From an optimization exercise on the open Yosys and OpenROAD flow, aimed at small area and a short achievable clock period; shortcuts taken in it are not production practice. Function was not checked in any run shown here: the RTL went through the layout flow alone. No activity file was given, so power comes from the tool's default toggle rates.

==> flow/design.v, too long to show whole: its modules and the start of the top module <==
// module vedicmult_16bit: 1538 lines
// module FA: 4 lines
// module XN2: 3 lines
// module OR2: 3 lines
// module X2: 3 lines
// module NR2: 3 lines
module vedicmult_16bit(input [15:0] a, b,
input clk, reset,
output reg [31:0] out);
  // ...
==> flow/flow/run.sh <==
#!/bin/bash
# Own layout flow: the standard ORFS flow (standard.sh), with the input and
# output port buffers made of plain buf_2 cells (the default picks a delay cell).
set -euo pipefail
export BUFFER_PORTS_ARGS="-buffer_cell sky130_fd_sc_hd__buf_2"
export PRE_FLOORPLAN_TCL="$PWD/flow/pre_floorplan.tcl"
bash standard.sh > standard.log 2>&1
==> flow/flow/pre_floorplan.tcl <==
# Synthesis (abc) maps each Booth selector to an a22oi_2; the _1 cell is the
# same function in less area and easily drives the single gate it feeds.
set swaps {sky130_fd_sc_hd__a22oi_2 sky130_fd_sc_hd__a22oi_1}
set n 0
foreach inst [[ord::get_db_block] getInsts] {
  set m [[$inst getMaster] getName]
  if { [dict exists $swaps $m] } {
    replace_cell [get_cells [$inst getName]] [dict get $swaps $m]
    incr n
  }
}
puts "pre_floorplan: resized $n cells"
==> flow/standard.sh <==
#!/bin/bash
# synth_recipe.tcl (not shown) runs the flow's synth.tcl, then flattens the netlist and writes it again
# the make line also repeats each setting of config.mk as NAME=value (left out here)
make -C /OpenROAD-flow-scripts/flow DESIGN_CONFIG=/design/flow/config.mk WORK_HOME=/design/flow/orfs CLKGATE_MAP_FILE= SYNTH_SCRIPT=/design/flow/synth_recipe.tcl "${@:-finish}"
==> flow/config.mk <==
export PLATFORM = sky130hd
export DESIGN_NAME = vedicmult_16bit
export DESIGN_NICKNAME = vedicmult_16bit
export VERILOG_FILES = /design/flow/design.v
export SDC_FILE = /design/flow/constraint.sdc
export NUM_CORES = 4
export LEC_CHECK = 0
export CAP_MARGIN = 20
export CORE_MARGIN = 2
export CORE_UTILIZATION = 40
export CTS_BUF_LIST = sky130_fd_sc_hd__clkbuf_4 sky130_fd_sc_hd__clkbuf_8
export SLEW_MARGIN = 20
export SYNTH_HIERARCHICAL = 1
export SYNTH_MINIMUM_KEEP_SIZE = 0
==> flow/constraint.sdc <==
create_clock -name core_clock -period 17.0 [get_ports {clk}]
set_input_delay 3.4000 -clock core_clock [delete_from_list [all_inputs] [get_ports {clk}]]
set_output_delay 3.4000 -clock core_clock [all_outputs]
set_load 0.01 [all_outputs]
==> flow_summary.toml, run 1 <==
[floorplan]
core_area_mm2 = 0.01790

[sta]
slew_violations = 0
finalWorstSetupSlack_ns = 8.467
final-setup-viol-count = 0
post-route-min-period_ns = 8.533

[layout]
largest_class = "multi-input gates"
final_cell_mix = "nand2_1 (261), fa_1 (197), buf_2 (65), xnor2_1 (44), nor2_1 (33)"
clkCellAreaFrac_pct = 1.263
largest_reg_flops = 32
nClkBuffers = 8
n_antenna_cell = 1
num-multi-input-gates = 667

[pwr]
ir_worst_vdd_v = 0.0001810
finalPower_mw = 1.554
pwr-share-comb_pct = 88.2
p_int_mw = 0.7773

[setup_path]
cp-startpoint = "b[3]"
slowest_stage = "fa_1"
endpoint = "out[30]$_SDFF_PN0_"
critical_path_required_ns = 17.17
cp_top_family = "adder cells"

[place]
gp_congestion = 0.8252

[grt]
grt_pass1_vias = 5744
met1_usage_pct = 26.20

[clocking]
cts_tree = "yes"
htree_levels = 2

[synthesis]
synth-edff-count = 0
synth-compound-area-share_pct = 4.343
synth_fa_ha_area_share_pct = 54.32
synthCells = 768

[routing]
postRouteWirelength_um = 18570
drt-met1-wl_um = 7296
post-route-drc-count = 0

[run_status]
status = "no timing/DRC/antenna violations"

[run]
max_cap_viol_count = 0
==> inputs of run 2 (changes only) <==
--- a/flow/design.v
+++ b/flow/design.v
@@ -674,21 +674,21 @@
 wire s415;
 wire c416;
 wire s417;
 wire c418;
 wire s419;
 wire c420;
 wire s421;
 wire c422;
-wire s423;
-wire c424;
-wire s425;
-wire c426;
-wire ci427;
+wire ci423;
+wire g424;
+wire p425;
+wire g426;
+wire p427;
 wire g428;
 wire p429;
 wire g430;
 wire p431;
 wire g432;
 wire p433;
 wire g434;
 wire p435;
@@ -831,44 +831,92 @@
 wire g572;
 wire p573;
 wire g574;
 wire p575;
 wire g576;
 wire p577;
 wire g578;
 wire p579;
-wire o580;
-wire o581;
-wire o582;
-wire o583;
-wire o584;
-wire o585;
-wire o586;
-wire o587;
-wire o588;
-wire o589;
-wire o590;
-wire o591;
-wire o592;
-wire o593;
-wire o594;
-wire o595;
-wire o596;
-wire o597;
-wire o598;
-wire o599;
-wire o600;
-wire o601;
-wire o602;
-wire o603;
-wire o604;
-wire o605;
-wire o606;
-wire o607;
+wire g580;
+wire p581;
+wire g582;
+wire p583;
+wire g584;
+wire p585;
+wire g586;
+wire p587;
+wire g588;
+wire p589;
+wire g590;
+wire p591;
+wire g592;
+wire p593;
+wire g594;
+wire p595;
+wire g596;
+wire p597;
+wire g598;
+wire p599;
+wire g600;
+wire p601;
+wire g602;
+wire p603;
+wire g604;
+wire p605;
+wire g606;
+wire p607;
+wire g608;
+wire p609;
+wire g610;
+wire p611;
+wire g612;
+wire p613;
+wire g614;
+wire p615;
+wire g616;
+wire p617;
+wire g618;
+wire p619;
+wire g620;
+wire p621;
+wire g622;
+wire p623;
+wire g624;
+wire p625;
+wire o626;
+wire o627;
+wire o628;
+wire o629;
+wire o630;
+wire o631;
+wire o632;
+wire o633;
+wire o634;
+wire o635;
+wire o636;
+wire o637;
+wire o638;
+wire o639;
+wire o640;
+wire o641;
+wire o642;
+wire o643;
+wire o644;
+wire o645;
+wire o646;
+wire o647;
+wire o648;
+wire o649;
+wire o650;
+wire o651;
+wire o652;
+wire o653;
+wire o654;
+wire o655;
 assign pp0_0 = ~(a[0] & b[0]);
 assign pp0_1 = ~(a[1] & b[0]);
 assign pp0_2 = ~(a[2] & b[0]);
 assign pp0_3 = ~(a[3] & b[0]);
 assign pp0_4 = ~(a[4] & b[0]);
 assign pp0_5 = ~(a[5] & b[0]);
 assign pp0_6 = ~(a[6] & b[0]);
 assign pp0_7 = ~(a[7] & b[0]);
@@ -1342,19 +1390,21 @@
 FA u_s409 (.x(c298), .y(s355), .z(c354), .s(s409), .c(c410));
 FA u_s411 (.x(c302), .y(s357), .z(c356), .s(s411), .c(c412));
 FA u_s413 (.x(c306), .y(s359), .z(c358), .s(s413), .c(c414));
 FA u_s415 (.x(c310), .y(s361), .z(c360), .s(s415), .c(c416));
 FA u_s417 (.x(c312), .y(s363), .z(c362), .s(s417), .c(c418));
 FA u_s419 (.x(pp14_15), .y(pp15_14), .z(c364), .s(s419), .c(c420));
 XN2 u_s421 (.x(pp0_1), .y(pp1_0), .o(s421));
 OR2 u_c422 (.x(pp0_1), .y(pp1_0), .o(c422));
-FA u_s423 (.x(pp2_0), .y(s365), .z(c422), .s(s423), .c(c424));
-FA u_s425 (.x(s367), .y(c366), .z(c424), .s(s425), .c(c426));
-assign ci427 = ~c426;
+assign ci423 = ~c422;
+NR2 u_g424 (.x(pp2_0), .y(s365), .o(g424));
+X2 u_p425 (.x(pp2_0), .y(s365), .o(p425));
+NR2 u_g426 (.x(s367), .y(c366), .o(g426));
+X2 u_p427 (.x(s367), .y(c366), .o(p427));
 NR2 u_g428 (.x(s369), .y(c368), .o(g428));
 X2 u_p429 (.x(s369), .y(c368), .o(p429));
 NR2 u_g430 (.x(s371), .y(c370), .o(g430));
 X2 u_p431 (.x(s371), .y(c370), .o(p431));
 NR2 u_g432 (.x(s373), .y(c372), .o(g432));
 X2 u_p433 (.x(s373), .y(c372), .o(p433));
 NR2 u_g434 (.x(s375), .y(c374), .o(g434));
 X2 u_p435 (.x(s375), .y(c374), .o(p435));
@@ -1400,142 +1450,190 @@
 X2 u_p475 (.x(s415), .y(c414), .o(p475));
 NR2 u_g476 (.x(s417), .y(c416), .o(g476));
 X2 u_p477 (.x(s417), .y(c416), .o(p477));
 NR2 u_g478 (.x(s419), .y(c418), .o(g478));
 X2 u_p479 (.x(s419), .y(c418), .o(p479));
 NR2 u_g480 (.x(pp15_15), .y(c420), .o(g480));
 X2 u_p481 (.x(pp15_15), .y(c420), .o(p481));
 assign p482 = 1'b0;
-assign g483 = g428 | (p429 & ci427);
-assign g484 = g430 | (p431 & g483);
-assign p485 = p431 & p429;
-assign g486 = g434 | (p435 & g432);
-assign p487 = p435 & p433;
-assign g488 = g438 | (p439 & g436);
-assign p489 = p439 & p437;
-assign g490 = g442 | (p443 & g440);
-assign p491 = p443 & p441;
-assign g492 = g446 | (p447 & g444);
-assign p493 = p447 & p445;
-assign g494 = g450 | (p451 & g448);
-assign p495 = p451 & p449;
-assign g496 = g454 | (p455 & g452);
-assign p497 = p455 & p453;
-assign g498 = g458 | (p459 & g456);
-assign p499 = p459 & p457;
-assign g500 = g462 | (p463 & g460);
-assign p501 = p463 & p461;
-assign g502 = g466 | (p467 & g464);
-assign p503 = p467 & p465;
-assign g504 = g470 | (p471 & g468);
-assign p505 = p471 & p469;
-assign g506 = g474 | (p475 & g472);
-assign p507 = p475 & p473;
-assign g508 = g478 | (p479 & g476);
-assign p509 = p479 & p477;
-assign g510 = 1'b0 | (p482 & g480);
-assign p511 = p482 & p481;
-assign g512 = g486 | (p487 & g484);
-assign p513 = p487 & p485;
-assign g514 = g490 | (p491 & g488);
-assign p515 = p491 & p489;
-assign g516 = g494 | (p495 & g492);
-assign p517 = p495 & p493;
-assign g518 = g498 | (p499 & g496);
-assign p519 = p499 & p497;
-assign g520 = g502 | (p503 & g500);
-assign p521 = p503 & p501;
-assign g522 = g506 | (p507 & g504);
-assign p523 = p507 & p505;
-assign g524 = g510 | (p511 & g508);
-assign p525 = p511 & p509;
-assign g526 = g514 | (p515 & g512);
-assign p527 = p515 & p513;
-assign g528 = g518 | (p519 & g516);
-assign p529 = p519 & p517;
-assign g530 = g522 | (p523 & g520);
-assign p531 = p523 & p521;
-assign g532 = g528 | (p529 & g526);
-assign p533 = p529 & p527;
-assign g534 = g530 | (p531 & g532);
-assign p535 = p531 & p533;
-assign g536 = g516 | (p517 & g526);
-assign p537 = p517 & p527;
-assign g538 = g520 | (p521 & g532);
-assign p539 = p521 & p533;
-assign g540 = g524 | (p525 & g534);
-assign p541 = p525 & p535;
-assign g542 = g488 | (p489 & g512);
-assign p543 = p489 & p513;
-assign g544 = g492 | (p493 & g526);
-assign p545 = p493 & p527;
-assign g546 = g496 | (p497 & g536);
-assign p547 = p497 & p537;
-assign g548 = g500 | (p501 & g532);
-assign p549 = p501 & p533;
-assign g550 = g504 | (p505 & g538);
-assign p551 = p505 & p539;
-assign g552 = g508 | (p509 & g534);
-assign p553 = p509 & p535;
-assign g554 = g432 | (p433 & g484);
-assign p555 = p433 & p485;
-assign g556 = g436 | (p437 & g512);
-assign p557 = p437 & p513;
-assign g558 = g440 | (p441 & g542);
-assign p559 = p441 & p543;
-assign g560 = g444 | (p445 & g526);
-assign p561 = p445 & p527;
-assign g562 = g448 | (p449 & g544);
-assign p563 = p449 & p545;
-assign g564 = g452 | (p453 & g536);
-assign p565 = p453 & p537;
-assign g566 = g456 | (p457 & g546);
-assign p567 = p457 & p547;
-assign g568 = g460 | (p461 & g532);
-assign p569 = p461 & p533;
-assign g570 = g464 | (p465 & g548);
-assign p571 = p465 & p549;
-assign g572 = g468 | (p469 & g538);
-assign p573 = p469 & p539;
-assign g574 = g472 | (p473 & g550);
-assign p575 = p473 & p551;
-assign g576 = g476 | (p477 & g534);
-assign p577 = p477 & p535;
-assign g578 = g480 | (p481 & g552);
-assign p579 = p481 & p553;
-XN2 u_o580 (.x(p429), .y(ci427), .o(o580));
-XN2 u_o581 (.x(p431), .y(g483), .o(o581));
-XN2 u_o582 (.x(p433), .y(g484), .o(o582));
-XN2 u_o583 (.x(p435), .y(g554), .o(o583));
-XN2 u_o584 (.x(p437), .y(g512), .o(o584));
-XN2 u_o585 (.x(p439), .y(g556), .o(o585));
-XN2 u_o586 (.x(p441), .y(g542), .o(o586));
-XN2 u_o587 (.x(p443), .y(g558), .o(o587));
-XN2 u_o588 (.x(p445), .y(g526), .o(o588));
-XN2 u_o589 (.x(p447), .y(g560), .o(o589));
-XN2 u_o590 (.x(p449), .y(g544), .o(o590));
-XN2 u_o591 (.x(p451), .y(g562), .o(o591));
-XN2 u_o592 (.x(p453), .y(g536), .o(o592));
-XN2 u_o593 (.x(p455), .y(g564), .o(o593));
-XN2 u_o594 (.x(p457), .y(g546), .o(o594));
-XN2 u_o595 (.x(p459), .y(g566), .o(o595));
-XN2 u_o596 (.x(p461), .y(g532), .o(o596));
-XN2 u_o597 (.x(p463), .y(g568), .o(o597));
-XN2 u_o598 (.x(p465), .y(g548), .o(o598));
-XN2 u_o599 (.x(p467), .y(g570), .o(o599));
-XN2 u_o600 (.x(p469), .y(g538), .o(o600));
-XN2 u_o601 (.x(p471), .y(g572), .o(o601));
-XN2 u_o602 (.x(p473), .y(g550), .o(o602));
-XN2 u_o603 (.x(p475), .y(g574), .o(o603));
-XN2 u_o604 (.x(p477), .y(g534), .o(o604));
-XN2 u_o605 (.x(p479), .y(g576), .o(o605));
-XN2 u_o606 (.x(p481), .y(g552), .o(o606));
-XN2 u_o607 (.x(p482), .y(g578), .o(o607));
-wire [31:0] prod = {~o607, ~o606, ~o605, ~o604, ~o603, ~o602, ~o601, ~o600, ~o599, ~o598, ~o597, ~o596, ~o595, ~o594, ~o593, ~o592, ~o591, ~o590, ~o589, ~o588, ~o587, ~o586, ~o585, ~o584, ~o583, ~o582, ~o581, ~o580, ~s425, ~s423, ~s421, ~pp0_0};
+assign g483 = g424 | (p425 & ci423);
+assign g484 = g426 | (p427 & g483);
+assign p485 = p427 & p425;
+assign g486 = g430 | (p431 & g428);
+assign p487 = p431 & p429;
+assign g488 = g434 | (p435 & g432);
+assign p489 = p435 & p433;
+assign g490 = g438 | (p439 & g436);
+assign p491 = p439 & p437;
+assign g492 = g442 | (p443 & g440);
+assign p493 = p443 & p441;
+assign g494 = g446 | (p447 & g444);
+assign p495 = p447 & p445;
+assign g496 = g450 | (p451 & g448);
+assign p497 = p451 & p449;
+assign g498 = g454 | (p455 & g452);
+assign p499 = p455 & p453;
+assign g500 = g458 | (p459 & g456);
+assign p501 = p459 & p457;
+assign g502 = g462 | (p463 & g460);
+assign p503 = p463 & p461;
+assign g504 = g466 | (p467 & g464);
+assign p505 = p467 & p465;
+assign g506 = g470 | (p471 & g468);
+assign p507 = p471 & p469;
+assign g508 = g474 | (p475 & g472);
+assign p509 = p475 & p473;
+assign g510 = g478 | (p479 & g476);
+assign p511 = p479 & p477;
+assign g512 = 1'b0 | (p482 & g480);
+assign p513 = p482 & p481;
+assign g514 = g428 | (p429 & g484);
+assign p515 = p429 & p485;
+assign g516 = g486 | (p487 & g484);
+assign p517 = p487 & p485;
+assign g518 = g436 | (p437 & g488);
+assign p519 = p437 & p489;
+assign g520 = g490 | (p491 & g488);
+assign p521 = p491 & p489;
+assign g522 = g444 | (p445 & g492);
+assign p523 = p445 & p493;
+assign g524 = g494 | (p495 & g492);
+assign p525 = p495 & p493;
+assign g526 = g452 | (p453 & g496);
+assign p527 = p453 & p497;
+assign g528 = g498 | (p499 & g496);
+assign p529 = p499 & p497;
+assign g530 = g460 | (p461 & g500);
+assign p531 = p461 & p501;
+assign g532 = g502 | (p503 & g500);
+assign p533 = p503 & p501;
+assign g534 = g468 | (p469 & g504);
+assign p535 = p469 & p505;
+assign g536 = g506 | (p507 & g504);
+assign p537 = p507 & p505;
+assign g538 = g476 | (p477 & g508);
+assign p539 = p477 & p509;
+assign g540 = g510 | (p511 & g508);
+assign p541 = p511 & p509;
+assign g542 = g432 | (p433 & g516);
+assign p543 = p433 & p517;
+assign g544 = g488 | (p489 & g516);
+assign p545 = p489 & p517;
+assign g546 = g518 | (p519 & g516);
+assign p547 = p519 & p517;
+assign g548 = g520 | (p521 & g516);
+assign p549 = p521 & p517;
+assign g550 = g448 | (p449 & g524);
+assign p551 = p449 & p525;
+assign g552 = g496 | (p497 & g524);
+assign p553 = p497 & p525;
+assign g554 = g526 | (p527 & g524);
+assign p555 = p527 & p525;
+assign g556 = g528 | (p529 & g524);
+assign p557 = p529 & p525;
+assign g558 = g464 | (p465 & g532);
+assign p559 = p465 & p533;
+assign g560 = g504 | (p505 & g532);
+assign p561 = p505 & p533;
+assign g562 = g534 | (p535 & g532);
+assign p563 = p535 & p533;
+assign g564 = g536 | (p537 & g532);
+assign p565 = p537 & p533;
+assign g566 = g480 | (p481 & g540);
+assign p567 = p481 & p541;
+assign g568 = g512 | (p513 & g540);
+assign p569 = p513 & p541;
+assign g570 = g440 | (p441 & g548);
+assign p571 = p441 & p549;
+assign g572 = g492 | (p493 & g548);
+assign p573 = p493 & p549;
+assign g574 = g522 | (p523 & g548);
+assign p575 = p523 & p549;
+assign g576 = g524 | (p525 & g548);
+assign p577 = p525 & p549;
+assign g578 = g550 | (p551 & g548);
+assign p579 = p551 & p549;
+assign g580 = g552 | (p553 & g548);
+assign p581 = p553 & p549;
+assign g582 = g554 | (p555 & g548);
+assign p583 = p555 & p549;
+assign g584 = g556 | (p557 & g548);
+assign p585 = p557 & p549;
+assign g586 = g472 | (p473 & g564);
+assign p587 = p473 & p565;
+assign g588 = g508 | (p509 & g564);
+assign p589 = p509 & p565;
+assign g590 = g538 | (p539 & g564);
+assign p591 = p539 & p565;
+assign g592 = g540 | (p541 & g564);
+assign p593 = p541 & p565;
+assign g594 = g566 | (p567 & g564);
+assign p595 = p567 & p565;
+assign g596 = g568 | (p569 & g564);
+assign p597 = p569 & p565;
+assign g598 = g456 | (p457 & g584);
+assign p599 = p457 & p585;
+assign g600 = g500 | (p501 & g584);
+assign p601 = p501 & p585;
+assign g602 = g530 | (p531 & g584);
+assign p603 = p531 & p585;
+assign g604 = g532 | (p533 & g584);
+assign p605 = p533 & p585;
+assign g606 = g558 | (p559 & g584);
+assign p607 = p559 & p585;
+assign g608 = g560 | (p561 & g584);
+assign p609 = p561 & p585;
+assign g610 = g562 | (p563 & g584);
+assign p611 = p563 & p585;
+assign g612 = g564 | (p565 & g584);
+assign p613 = p565 & p585;
+assign g614 = g586 | (p587 & g584);
+assign p615 = p587 & p585;
+assign g616 = g588 | (p589 & g584);
+assign p617 = p589 & p585;
+assign g618 = g590 | (p591 & g584);
+assign p619 = p591 & p585;
+assign g620 = g592 | (p593 & g584);
+assign p621 = p593 & p585;
+assign g622 = g594 | (p595 & g584);
+assign p623 = p595 & p585;
+assign g624 = g596 | (p597 & g584);
+assign p625 = p597 & p585;
+XN2 u_o626 (.x(p425), .y(ci423), .o(o626));
+XN2 u_o627 (.x(p427), .y(g483), .o(o627));
+XN2 u_o628 (.x(p429), .y(g484), .o(o628));
+XN2 u_o629 (.x(p431), .y(g514), .o(o629));
+XN2 u_o630 (.x(p433), .y(g516), .o(o630));
+XN2 u_o631 (.x(p435), .y(g542), .o(o631));
+XN2 u_o632 (.x(p437), .y(g544), .o(o632));
+XN2 u_o633 (.x(p439), .y(g546), .o(o633));
+XN2 u_o634 (.x(p441), .y(g548), .o(o634));
+XN2 u_o635 (.x(p443), .y(g570), .o(o635));
+XN2 u_o636 (.x(p445), .y(g572), .o(o636));
+XN2 u_o637 (.x(p447), .y(g574), .o(o637));
+XN2 u_o638 (.x(p449), .y(g576), .o(o638));
+XN2 u_o639 (.x(p451), .y(g578), .o(o639));
+XN2 u_o640 (.x(p453), .y(g580), .o(o640));
+XN2 u_o641 (.x(p455), .y(g582), .o(o641));
+XN2 u_o642 (.x(p457), .y(g584), .o(o642));
+XN2 u_o643 (.x(p459), .y(g598), .o(o643));
+XN2 u_o644 (.x(p461), .y(g600), .o(o644));
+XN2 u_o645 (.x(p463), .y(g602), .o(o645));
+XN2 u_o646 (.x(p465), .y(g604), .o(o646));
+XN2 u_o647 (.x(p467), .y(g606), .o(o647));
+XN2 u_o648 (.x(p469), .y(g608), .o(o648));
+XN2 u_o649 (.x(p471), .y(g610), .o(o649));
+XN2 u_o650 (.x(p473), .y(g612), .o(o650));
+XN2 u_o651 (.x(p475), .y(g614), .o(o651));
+XN2 u_o652 (.x(p477), .y(g616), .o(o652));
+XN2 u_o653 (.x(p479), .y(g618), .o(o653));
+XN2 u_o654 (.x(p481), .y(g620), .o(o654));
+XN2 u_o655 (.x(p482), .y(g622), .o(o655));
+wire [31:0] prod = {~o655, ~o654, ~o653, ~o652, ~o651, ~o650, ~o649, ~o648, ~o647, ~o646, ~o645, ~o644, ~o643, ~o642, ~o641, ~o640, ~o639, ~o638, ~o637, ~o636, ~o635, ~o634, ~o633, ~o632, ~o631, ~o630, ~o629, ~o628, ~o627, ~o626, ~s421, ~pp0_0};
 always @(posedge clk) begin
   if (reset) out <= prod;
   else out <= 32'd0;
 end
 endmodule
 module FA(input x, y, z, output s, c);
 assign s = x ^ y ^ z;
 assign c = (x & y) | (x & z) | (y & z);
==> flow_summary.toml, run 2 <==
[synthesis]
ys_seq_elements = 32
ys.flop_type = "dfxtp_1"
synth_area_leaders = "fa_1 (53%), nand2_1 (13%), dfxtp_1 (8.7%)"
ys_top_cells_by_count = "nand2_1 (263), fa_1 (195), clkbuf_1 (65), xnor2_1 (46), nor2b_1 (35)"
synth-edff-count = 0
netlist_area_mm2 = 0.007346
async_reset_ff_share_pct = 0
synth_seq_area_share_pct = 8.721
synth_top_family_by_area = "adder cells"
synthCells = 788
yosysWarnings = 7
synth-compound-area-share_pct = 4.514
synth.distinct_cells = 33
synth_xor_area_share_pct = 8.942
synth-simple-area-share_pct = 21.05
yosysTopAreaCell = "fa_1"
synth_top_area_share_pct = 53.14
synth_most_common_cell = "nand2_1"
synth_fa_ha_area_share_pct = 53.14
avgSynthCellArea_um2 = 9.322
synth_nets = 1017
yosys-mux-area-fraction_pct = 0

[floorplan]
start_util_pct = 40.89
core_area_mm2 = 0.01796
io_pins = 66
rows = 49
die_x_um = 139.5
die_area_mm2 = 0.01946
die_h_um = 139.5

[sta]
post-route-min-period_ns = 8.456
hold_viol_final = 0
setup_tns_ns = 0
final.period_utilization_pct = 49.74
final-setup-viol-count = 0
slew_violations = 0
rsz0062_at_grt = "false"
max_freq_mhz = 118.3

[routing]
avgViaCountPerCell = 5.270
drt_iter0_markers = 323
postRouteWirelength_um = 19590
wl_per_cell_um = 19.11
first_pass_iters = 4
post-route-drc-count = 0
num_vias = 5402
drtAntennaViolNets = 0

[layout]
final_common_cell = "nand2_1"
final_cell_mix = "nand2_1 (263), fa_1 (195), buf_2 (65), xnor2_1 (46), nor2b_1 (35)"
final_cells = 1025
layout.nets = 1024
largest_register = "out"
finish.utilization_pct = 43.64
n_antenna_cell = 0
top_regs = "out (32)"
syn_to_final_growth_pct = 6.728
drive_gt1_share_pct = 10.05
largest_reg_flops = 32

[worst_hold_path]
whs_path_depth = 2
min_path_type = "in2reg"

[setup_path]
cpMostUsedCell = "fa_1"
critPathBufInv = 1
worst-path-max-fanout = 16
max_stage_delay_ns = 0.58
path_cells = "buf_2, nand2_1, fa_1, fa_1, fa_1, fa_1, fa_1, fa_1, xor2_1, nand4_1, nor2b_1, nor3_1, o32ai_1, o21ai_0, a32oi_1, xnor2_1, nor2b_1"
critical_path_required_ns = 17.22
worstSetupPathDepth = 17
worst_setup_path_start_kind = "input port"
path_class = "in2reg"
cp_top_family = "adder cells"
cp.arrival_ns = 8.67
end_kind = "register"
slowest_stage = "fa_1"

[clocking]
clk_path_buf_depth = 2
cts_tree = "yes"
path_clk_slew_ns = 0.07
htree_levels = 2
cts_made_buffers = 5
cts_resized = 0
ctsHoldBuffers = 0
numClockSinks = 32
post-cts-setup-buffers = 0
cts-root-buf = "clkbuf_8"

[run]
max_cap_viol_count = 0

[pwr]
leakagePower_nw = 2.853
p_per_area_mw_per_mm2 = 207.9
ir_worst_vdd_v = 0.0001599

[grt]
grt_overflow = 0
grt_start_max_net_pins = 33
grt_antenna_before_repair = 0
grt_pass1_vias = 6171
grt_pass1_wl_um = 32850
track_usage_pct = 21.67

[place]
gp_congestion = 0.8455
port_buffers = 65
dp.cells = 1017
hpwl_um = 15180

[run_status]
status = "no timing/DRC/antenna violations"
## run 2: changes by cell type after synthesis, sizes merged, moves of 4 or more
| cell | delta |
|---|---|
| nor2b | +4 |
| a21o | -6 |
| a21oi | +6 |
| o21ai | +4 |
## run 2: final cells by class
cell class                      instances  area (um^2)
Fill cell                            1764        10120
Sequential cell                        32        640.6
Inverter                                5        18.77
Timing Repair Buffer                   65        325.3
Clock buffer                            7        96.34
Multi-Input combinational cell        686         6442
Clock inverter                          1        30.03
Tap cell                              229        286.5
## run 2: path summary, 6_finish.rpt
path,from,endpoint
setup / recovery,b[1],out[31]$_SDFF_PN0_
hold / removal,reset,out[29]$_SDFF_PN0_
## run 2: modules after synthesis, one instance, submodules excluded
module           copies in the design  flip-flops and latches
vedicmult_16bit                     1                      32
FA                                195                       0
OR2                                16                       0
NR2                                29                       0
X2                                 29                       0
XN2                                46                       0
## run 2: logic make-up (layout without fill, tap and decap cells)
| group | Yosys count | count (layout) |
|---|---|---|
| compound gates | 48 | 48 |
| xor+xnor | 75 | 75 |
| fa+ha+maj | 195 | 195 |
| buf+inv | 70 | 78 |
| flops | 32 | 32 |
| other cells | 1 | 1 |
| simple gates | 367 | 367 |
## run 2: metal layers
layer / vias to the layer above / GRT usage (%) / share of wire (%)
met1: 2782 / 26.59 / 37
met5: - / 0 / 0
li1: 2393 / - / -
met2: 201 / 39.50 / 53
met4: 0 / 5.635 / 2.7
met3: 26 / 3.751 / 7.4
## run 2: metrics by stage
step | worst slack (ns) | cell area [um^2] | hold WS (ns) | total power, mW
4_1_cts | 8.518 | 7840 | 3.596 | 1.655
3_5_place_dp | 8.222 | 7714 | 3.796 | 1.568
3_3_place_gp | 8.243 | 7714 | 3.794 | 1.563
6_report | 8.544 | 7840 | 3.601 | 1.630
2_1_floorplan | 8.578 | 7346 | 3.528 | 1.276
5_1_grt | 8.117 | 7840 | 3.623 | 1.822
## run 2: power breakdown
| part | internal, mW | total, mW | switching [mW] |
|---|---|---|---|
| Sequential | 0.114 | 0.120 | 0.00586 |
| Combinational | 0.638 | 1.43 | 0.792 |
| Clock | 0.0517 | 0.0803 | 0.0285 |

-- separate check: timing with driven ports --
How much do the figures lean on ideal ports? The routed layouts below were timed once more, with nothing changed but the port constraints. Step 1: set_driving_cell puts a clkbuf_16 on clk and a buf_2 on each other input, an assumption about the parent block. Step 2 times the ports against the registers' clock, not the clock port: input delays grow and output delays shrink by t, the midpoint of the rising clock arrivals with the driver on. a / b / c = ideal ports / drivers / drivers and shift; a / b = the first two.
run | shift t [ns] | setup slack, ns | worst data-port slew with drivers (ns)
run 1 | 0.319 | 8.467 / 8.468 / 8.150 | 0.05
run 2 | 0.301 | 8.544 / 8.550 / 8.249 | 0.04
After both steps every run listed still meets setup and hold. The setup slack of run 1, which loses most, moves by +0.001 ns with the drivers and by -0.317 ns with both steps.
